Background: an optimization exercise with open tools, aiming at small area. Do not read the settings as production practice. At most, simulation tests tie the RTL to the original design; equivalence was not proved. Power figures rest on the tool's default switching activity, not on a simulated workload.

== v10 ==
==> flow/design.v (excerpt) <==
module accel #
( parameter HOST_ADDR_BITS = 8,
  parameter HOST_DATA_BITS = 32,
  parameter MEM_LEN_BITS = 8,
  parameter MEM_ADDR_BITS = 32,
  parameter MEM_DATA_BITS = 64
)
(
  input                         clock,
  input                         reset,
  input                         host_req_valid,
  input                         host_req_opcode,
  input    [HOST_ADDR_BITS-1:0] host_req_addr,
  input    [HOST_DATA_BITS-1:0] host_req_value,
  output                        host_req_deq,
  output                        host_resp_valid,
  output   [HOST_DATA_BITS-1:0] host_resp_bits,
  output                        mem_req_valid,
  output                        mem_req_opcode,
  output     [MEM_LEN_BITS-1:0] mem_req_len,
  output    [MEM_ADDR_BITS-1:0] mem_req_addr,
  output                        mem_wr_valid,
  output    [MEM_DATA_BITS-1:0] mem_wr_bits,
  input                         mem_rd_valid,
  input     [MEM_DATA_BITS-1:0] mem_rd_bits,
  output                        mem_rd_ready
);
Settings: LEC_CHECK=0, CAP_MARGIN=20, CORE_MARGIN=2, CORE_UTILIZATION=60, CTS_CLUSTER_DIAMETER=120, CTS_CLUSTER_SIZE=32, SLEW_MARGIN=20; clock period 5.0 ns.
standard.sh (not shown) runs the stock make flow with config.mk's settings and CLKGATE_MAP_FILE= SYNTH_SCRIPT=/design/flow/synth_recipe.tcl, a recipe that flattens the netlist after the stock synthesis.
==> flow/flow/run.sh <==
#!/bin/bash
set -euo pipefail
bash standard.sh BUFFER_PORTS_ARGS="-buffer_cell sky130_fd_sc_hd__buf_1" finish > standard.log 2>&1
What v20 does differently from v10 at the input level:
# v10
export LEC_CHECK = 0
export CAP_MARGIN = 20
export CORE_MARGIN = 2
export CORE_UTILIZATION = 60
export CTS_CLUSTER_DIAMETER = 120
export CTS_CLUSTER_SIZE = 32
export SLEW_MARGIN = 20
create_clock -name core_clock -period 5.0 [get_ports {clock}]
# v20
export LEC_CHECK = 0
export CAP_MARGIN = 20
export CORE_MARGIN = 2
export CORE_UTILIZATION = 60
export CTS_CLUSTER_DIAMETER = 100
export CTS_CLUSTER_SIZE = 25
export SLEW_MARGIN = 20
create_clock -name core_clock -period 5.0 [get_ports {clock}]
Results
- v20 finished all stages; the layout is clean.
- Comparing v20 and v10, the lower met2 routing resource usage after global routing was measured on v10.
- Row wire length: v20 higher / v10 lower
- Worst hold slack for v20: 0.0035 ns down relative to v10
- Re register share of total power: v20 is 1.7 points down on v10.
Inputs modified between v20 and v34:
==> flow/flow/run.sh <==
#!/bin/bash
set -euo pipefail
bash standard.sh BUFFER_PORTS_ARGS="-buffer_cell sky130_fd_sc_hd__buf_1" SKIP_REPAIR_TIE_FANOUT=1 finish > standard.log 2>&1
Notes after the runs:
- Summary of v34 over v20: clock tree buffer count of the final layout rose about 4.3%, wire length the detailed router placed on met1 higher.
- v34 vs. v20: count of plain and timing-repair buffers in the layout went up by 1.
- Total power: v20 vs v34 — no meaningful difference
- As far as final count of negative-setup-slack endpoints goes, v34 and v20 are indistinguishable; the numbers are identical.
- v34 — multi-input combinational cell count 63 lower, v20 as reference
- v34 vs v20 — flip-flop and latch share of the layout cell area rose 0.74 points.


accel, a different RTL version from the one above (not shown whole).
Size in the first run: ~1100 cells after synthesis, about 280 flip-flops, roughly 250 I/O pins, roughly 0.013 mm² of cells after synthesis.
clock: 5.0 ns
lec_check: 0
cap_margin: 20
core_margin: 2
core_utilization: 70
cts_cluster_diameter: 100
cts_cluster_size: 25
gpl_timing_driven: 0
slew_margin: 20
==> flow/flow/run.sh <==
#!/bin/bash
set -euo pipefail
bash standard.sh BUFFER_PORTS_ARGS="-buffer_cell sky130_fd_sc_hd__buf_1" SKIP_REPAIR_TIE_FANOUT=1 finish > standard.log 2>&1
The baseline completed without violations.
Edit:
CORE_UTILIZATION = 60   (was 70)
CTS_BUF_LIST = sky130_fd_sc_hd__clkbuf_8   (was unset)
CTS_CLUSTER_DIAMETER = 90   (was 100)
CTS_CLUSTER_SIZE = 20   (was 25)
GPL_TIMING_DRIVEN = unset   (was 0)
- worst setup slack improves by 0.013 ns
- register-to-register slack improves by 0.13 ns
- power went down by a few percent
- wire length went down by a few percent
- design area went down by a few percent
Edit:
CTS_BUF_LIST = unset   (was sky130_fd_sc_hd__clkbuf_8)
CTS_CLUSTER_DIAMETER = 100   (was 90)
CTS_CLUSTER_SIZE = 25   (was 20)
The new run completed with no timing, DRC or antenna violations.
Setup slack gains 0.051 ns.
Global-route usage went down by 0.44 points.
Final area went down by 0.85%.
Edit:
CAP_MARGIN = 5   (was 20)
SLEW_MARGIN = 5   (was 20)
Outcome: Via count stays the same; worst setup slack does not change; power stays the same; core utilization stays the same; final area does not change; non-clock buffer count stays the same; routed wire length is unchanged; hold slack stays the same; global-route usage stays the same.
Edit:
CAP_MARGIN = 20   (was 5)
CTS_CLUSTER_DIAMETER = 110   (was 100)
CTS_CLUSTER_SIZE = 30   (was 25)
SLEW_MARGIN = 20   (was 5)
Register-to-register slack barely changes. Area after synthesis is unchanged. Total power stays flat. Count of clock-buffer cells in the layout is lower by 3. Setup slack gets better by 0.0040 ns. Cell area hardly moves. Routed wire length is higher by about 0.36%. Synthesized cell count is unchanged. Maximum frequency stays flat. Non-clock buffer count is higher by 2.


The RTL this note starts from:
==> flow/design.v <==
module adder #
(
  parameter ADDER_BITS = 8
)
(
  input                         clock,
  input                         reset,
  input                         rd_fire,
  input                         rd_first,
  input        [ADDER_BITS-1:0] rd_data,
  output       [ADDER_BITS-1:0] c_data
);
  logic [ADDER_BITS-1:0] acc;
  always_ff @(posedge clock)
    if (reset)
      acc <= 'd0;
    else if (rd_fire)
      acc <= (rd_first ? '0 : acc) + rd_data;
  assign c_data = acc;
endmodule
module csr #
 (parameter HOST_ADDR_BITS = 8,
  parameter HOST_DATA_BITS = 32
)
(
  input                         clock,
  input                         reset,
  input                         host_req_valid,
  input                         host_req_opcode,
  input    [HOST_ADDR_BITS-1:0] host_req_addr,
  input    [HOST_DATA_BITS-1:0] host_req_value,
  output                        host_req_deq,
  output                        host_resp_valid,
  output logic [HOST_DATA_BITS-1:0] host_resp_bits,
  output                        launch,
  input                         finish,
  input    [HOST_DATA_BITS-1:0] cycles,
  output   [HOST_DATA_BITS-1:0] length,
  output   [HOST_DATA_BITS-1:0] a_addr,
  output   [HOST_DATA_BITS-1:0] b_addr,
  output   [HOST_DATA_BITS-1:0] c_addr
);
  localparam NUM_REG = 6;
  logic rsp;
  always_ff @(posedge clock)
    if (reset)
      rsp <= 1'b0;
    else
      rsp <= host_req_valid & ~host_req_opcode & ~rsp;
  assign host_req_deq = host_req_valid & ~rsp;
  logic [HOST_DATA_BITS-1:0] rf [NUM_REG-1:0];
  logic        [NUM_REG-1:0] sel;
  logic [HOST_DATA_BITS-1:0] wdata;
  logic                      done;
  assign wdata = reset ? '0 : finish ? cycles : host_req_value;
  genvar i;
  for (i = 0; i < NUM_REG; i++) begin : g_reg
    wire hit = host_req_valid & ~rsp & (host_req_addr == i*4);
    wire wen = hit & host_req_opcode;
    always_ff @(posedge clock)
      if (reset)
        sel[i] <= 1'b0;
      else
        sel[i] <= hit & ~host_req_opcode;
    if (i == 0) begin : g_ctrl
      always_ff @(posedge clock)
        if (reset)
          done <= 1'b0;
        else if (finish)
          done <= 1'b1;
        else if (wen)
          done <= 1'b0;
      always_ff @(posedge clock)
        if (reset | wen)
          rf[i] <= wdata;
    end else if (i == 1) begin : g_cycles
      always_ff @(posedge clock)
        if (reset | finish | wen)
          rf[i] <= wdata;
    end else begin : g_plain
      always_ff @(posedge clock)
        if (reset | wen)
          rf[i] <= wdata;
    end
  end
  logic sel0_val, sel0_done;
  assign sel0_val = sel[0] & ~done;
  assign sel0_done = sel[0] & done;
  always_comb begin
    host_resp_bits = (rf[0] & {HOST_DATA_BITS{sel0_val}})
                   | {{(HOST_DATA_BITS-2){1'b0}}, sel0_done, 1'b0};
    for (int k = 1; k < NUM_REG; k++)
      host_resp_bits = host_resp_bits | (rf[k] & {HOST_DATA_BITS{sel[k]}});
  end
  assign host_resp_valid = rsp;
  assign launch = rf[0][0] & ~done;
  assign length = rf[2];
  assign a_addr = rf[3];
  assign b_addr = rf[4];
  assign c_addr = rf[5];
endmodule
module mmu #
(
  parameter MEM_LEN_BITS = 8,
  parameter MEM_ADDR_BITS = 32,
  parameter HOST_DATA_BITS = 32
)
(
  input                         clock,
  input                         reset,
  output                        mem_req_valid,
  output                        mem_req_opcode,
  output     [MEM_LEN_BITS-1:0] mem_req_len,
  output    [MEM_ADDR_BITS-1:0] mem_req_addr,
  output                        mem_wr_valid,
  input                         mem_rd_valid,
  output                        mem_rd_ready,
  input                         launch,
  output                        finish,
  output   [HOST_DATA_BITS-1:0] cycles,
  input    [HOST_DATA_BITS-1:0] length,
  input    [HOST_DATA_BITS-1:0] a_addr,
  input    [HOST_DATA_BITS-1:0] b_addr,
  input    [HOST_DATA_BITS-1:0] c_addr,
  output                        rd_fire,
  output                        rd_first
);
  typedef enum logic [2:0] {IDLE   = 3'b000,
                            REQ_A  = 3'b001,
                            DATA_A = 3'b010,
                            REQ_B  = 3'b011,
                            DATA_B = 3'b110,
                            REQ_C  = 3'b101,
                            DATA_C = 3'b111,
                            FIN    = 3'b100} state_t;
  state_t nstate, cstate;
  logic [HOST_DATA_BITS-1:0] cnt;
  logic [HOST_DATA_BITS-1:0] cnt_inc;
  logic [HOST_DATA_BITS-1:0] cyc;
  logic                      last;
  assign cnt_inc = cnt + 1'b1;
  assign last = cnt_inc == length;
  always_ff @(posedge clock)
    if (reset)
      cstate <= IDLE;
    else
      cstate <= nstate;
  always_comb begin
    nstate = cstate;
    case (cstate)
      IDLE:   if (launch) nstate = REQ_A;
      REQ_A:  nstate = DATA_A;
      DATA_A: if (mem_rd_valid) nstate = REQ_B;
      REQ_B:  nstate = DATA_B;
      DATA_B: if (mem_rd_valid) nstate = REQ_C;
      REQ_C:  nstate = DATA_C;
      DATA_C: if (last) nstate = FIN; else nstate = REQ_A;
      FIN:    nstate = IDLE;
      default: ;
    endcase
  end
  always_ff @(posedge clock)
    if (reset | cstate == IDLE)
      cnt <= '0;
    else if (cstate == DATA_C)
      cnt <= cnt_inc;
  always_ff @(posedge clock)
    if (reset | cstate == IDLE)
      cyc <= '1;
    else
      cyc <= cyc + 1'b1;
  assign cycles = cyc;
  assign finish = cstate == FIN;
  logic [HOST_DATA_BITS-1:0] base;
  assign base = (cstate == REQ_A) ? a_addr
              : (cstate == REQ_B) ? b_addr
              : c_addr;
  assign mem_req_valid = (cstate == REQ_A) | (cstate == REQ_B) | (cstate == REQ_C);
  assign mem_req_opcode = cstate == REQ_C;
  assign mem_req_len = 'd0;
  assign mem_req_addr = base + cnt;
  assign mem_rd_ready = (cstate == DATA_A) | (cstate == DATA_B);
  assign mem_wr_valid = cstate == DATA_C;
  assign rd_fire = mem_rd_ready & mem_rd_valid;
  assign rd_first = cstate == DATA_A;
endmodule
module accel #
( parameter HOST_ADDR_BITS = 8,
  parameter HOST_DATA_BITS = 32,
  parameter MEM_LEN_BITS = 8,
  parameter MEM_ADDR_BITS = 32,
  parameter MEM_DATA_BITS = 64
)
(
  input                         clock,
  input                         reset,
  input                         host_req_valid,
  input                         host_req_opcode,
  input    [HOST_ADDR_BITS-1:0] host_req_addr,
  input    [HOST_DATA_BITS-1:0] host_req_value,
  output                        host_req_deq,
  output                        host_resp_valid,
  output   [HOST_DATA_BITS-1:0] host_resp_bits,
  output                        mem_req_valid,
  output                        mem_req_opcode,
  output     [MEM_LEN_BITS-1:0] mem_req_len,
  output    [MEM_ADDR_BITS-1:0] mem_req_addr,
  output                        mem_wr_valid,
  output    [MEM_DATA_BITS-1:0] mem_wr_bits,
  input                         mem_rd_valid,
  input     [MEM_DATA_BITS-1:0] mem_rd_bits,
  output                        mem_rd_ready
);
  localparam ADDER_BITS = 8;
  logic                      launch;
  logic                      finish;
  logic [HOST_DATA_BITS-1:0] cycles;
  logic [HOST_DATA_BITS-1:0] length;
  logic [HOST_DATA_BITS-1:0] a_addr;
  logic [HOST_DATA_BITS-1:0] b_addr;
  logic [HOST_DATA_BITS-1:0] c_addr;
  logic                      rd_fire;
  logic                      rd_first;
  logic     [ADDER_BITS-1:0] c_data;
  csr #
  (
    .HOST_ADDR_BITS(HOST_ADDR_BITS),
    .HOST_DATA_BITS(HOST_DATA_BITS)
  )
  c
  (
    .clock           (clock),
    .reset           (reset),
    .host_req_valid  (host_req_valid),
    .host_req_opcode (host_req_opcode),
    .host_req_addr   (host_req_addr),
    .host_req_value  (host_req_value),
    .host_req_deq    (host_req_deq),
    .host_resp_valid (host_resp_valid),
    .host_resp_bits  (host_resp_bits),
    .launch          (launch),
    .finish          (finish),
    .cycles          (cycles),
    .length          (length),
    .a_addr          (a_addr),
    .b_addr          (b_addr),
    .c_addr          (c_addr)
  );
  adder #
  (
    .ADDER_BITS(ADDER_BITS)
  )
  a
  (
    .clock    (clock),
    .reset    (reset),
    .rd_fire  (rd_fire),
    .rd_first (rd_first),
    .rd_data  (mem_rd_bits[ADDER_BITS-1:0]),
    .c_data   (c_data)
  );
  mmu #
  (
    .MEM_LEN_BITS(MEM_LEN_BITS),
    .MEM_ADDR_BITS(MEM_ADDR_BITS),
    .HOST_DATA_BITS(HOST_DATA_BITS)
  )
  m
  (
    .clock          (clock),
    .reset          (reset),
    .mem_req_valid  (mem_req_valid),
    .mem_req_opcode (mem_req_opcode),
    .mem_req_len    (mem_req_len),
    .mem_req_addr   (mem_req_addr),
    .mem_wr_valid   (mem_wr_valid),
    .mem_rd_valid   (mem_rd_valid),
    .mem_rd_ready   (mem_rd_ready),
    .launch         (launch),
    .finish         (finish),
    .cycles         (cycles),
    .length         (length),
    .a_addr         (a_addr),
    .b_addr         (b_addr),
    .c_addr         (c_addr),
    .rd_fire        (rd_fire),
    .rd_first       (rd_first)
  );
  assign mem_wr_bits = {{(MEM_DATA_BITS-ADDER_BITS){1'b0}}, c_data};
endmodule
export LEC_CHECK = 0
export CAP_MARGIN = 20
export CORE_MARGIN = 2
export CORE_UTILIZATION = 60
export CTS_CLUSTER_DIAMETER = 100
export CTS_CLUSTER_SIZE = 25
export SLEW_MARGIN = 20
create_clock -name core_clock -period 5.0 [get_ports {clock}]
==> flow/flow/run.sh <==
#!/bin/bash
set -euo pipefail
bash standard.sh BUFFER_PORTS_ARGS="-buffer_cell sky130_fd_sc_hd__buf_1" finish > standard.log 2>&1
Rerun with:
- CTS_CLUSTER_DIAMETER: 100 -> unset
- CTS_CLUSTER_SIZE: 25 -> unset
Outcome: Sequential share of layout area fell by 1.6 points. Core utilization rose by 2.4 points. Synthesized area does not change. Routed wire length rose by a few percent. Maximum frequency rose slightly. Non-clock buffer count rose by 1. Total power rose by about a fifth. Critical path depth does not change. Worst setup slack is better by 0.029 ns.
No run of this note included a check of the RTL's function; only the layout flow was run.

[separate check: timing with driven ports]
Ports are ideal in the flow. The routed layouts listed here were re-timed in OpenROAD. Step 1 sets driving cells, clkbuf_16 on the clock port and buf_2 on the other inputs (assumed; they add their load-dependent delay and slew). Step 2 times the ports against the registers' clock, not the clock port: input delays grow and output delays shrink by t, the midpoint of the rising clock arrivals with the driver on. Slacks: no drivers / after step 1 / after step 2; pairs: no drivers / after step 1.
run | t (ns) | setup slack, ns | worst hold slack (ns) | worst setup path after step 2 | pins driven straight from the clock port
v10 | 0.527 | 0.284 / 0.238 / 0.670 | 0.462 / 0.462 / 0.462 | register to register | 1
v20 | 0.534 | 0.289 / 0.243 / 0.645 | 0.458 / 0.458 / 0.458 | register to register | 1
v34 | 0.527 | 0.239 / 0.198 / 0.725 | 0.455 / 0.455 / 0.455 | register to output | 1
the first run of note 2 | 0.538 | 0.088 / 0.041 / 0.579 | 0.467 / 0.467 / 0.467 | register to output | 1
the second run of note 2 | 0.597 | 0.101 / 0.054 / 0.651 | 0.460 / 0.460 / 0.460 | register to output | 1
the third run of note 2 | 0.530 | 0.152 / 0.104 / 0.633 | 0.452 / 0.452 / 0.452 | register to output | 1
the fourth run of note 2 | 0.530 | 0.152 / 0.104 / 0.633 | 0.452 / 0.452 / 0.452 | register to output | 1
the fifth run of note 2 | 0.554 | 0.156 / 0.110 / 0.646 | 0.453 / 0.453 / 0.453 | input to register | 1
the first run of note 3 | 0.528 | 0.163 / 0.116 / 0.644 | 0.441 / 0.441 / 0.441 | register to output | 1
the second run of note 3 | 0.585 | 0.192 / 0.142 / 0.728 | 0.436 / 0.436 / 0.436 | register to output | 1
After both steps every run listed still meets setup and hold.
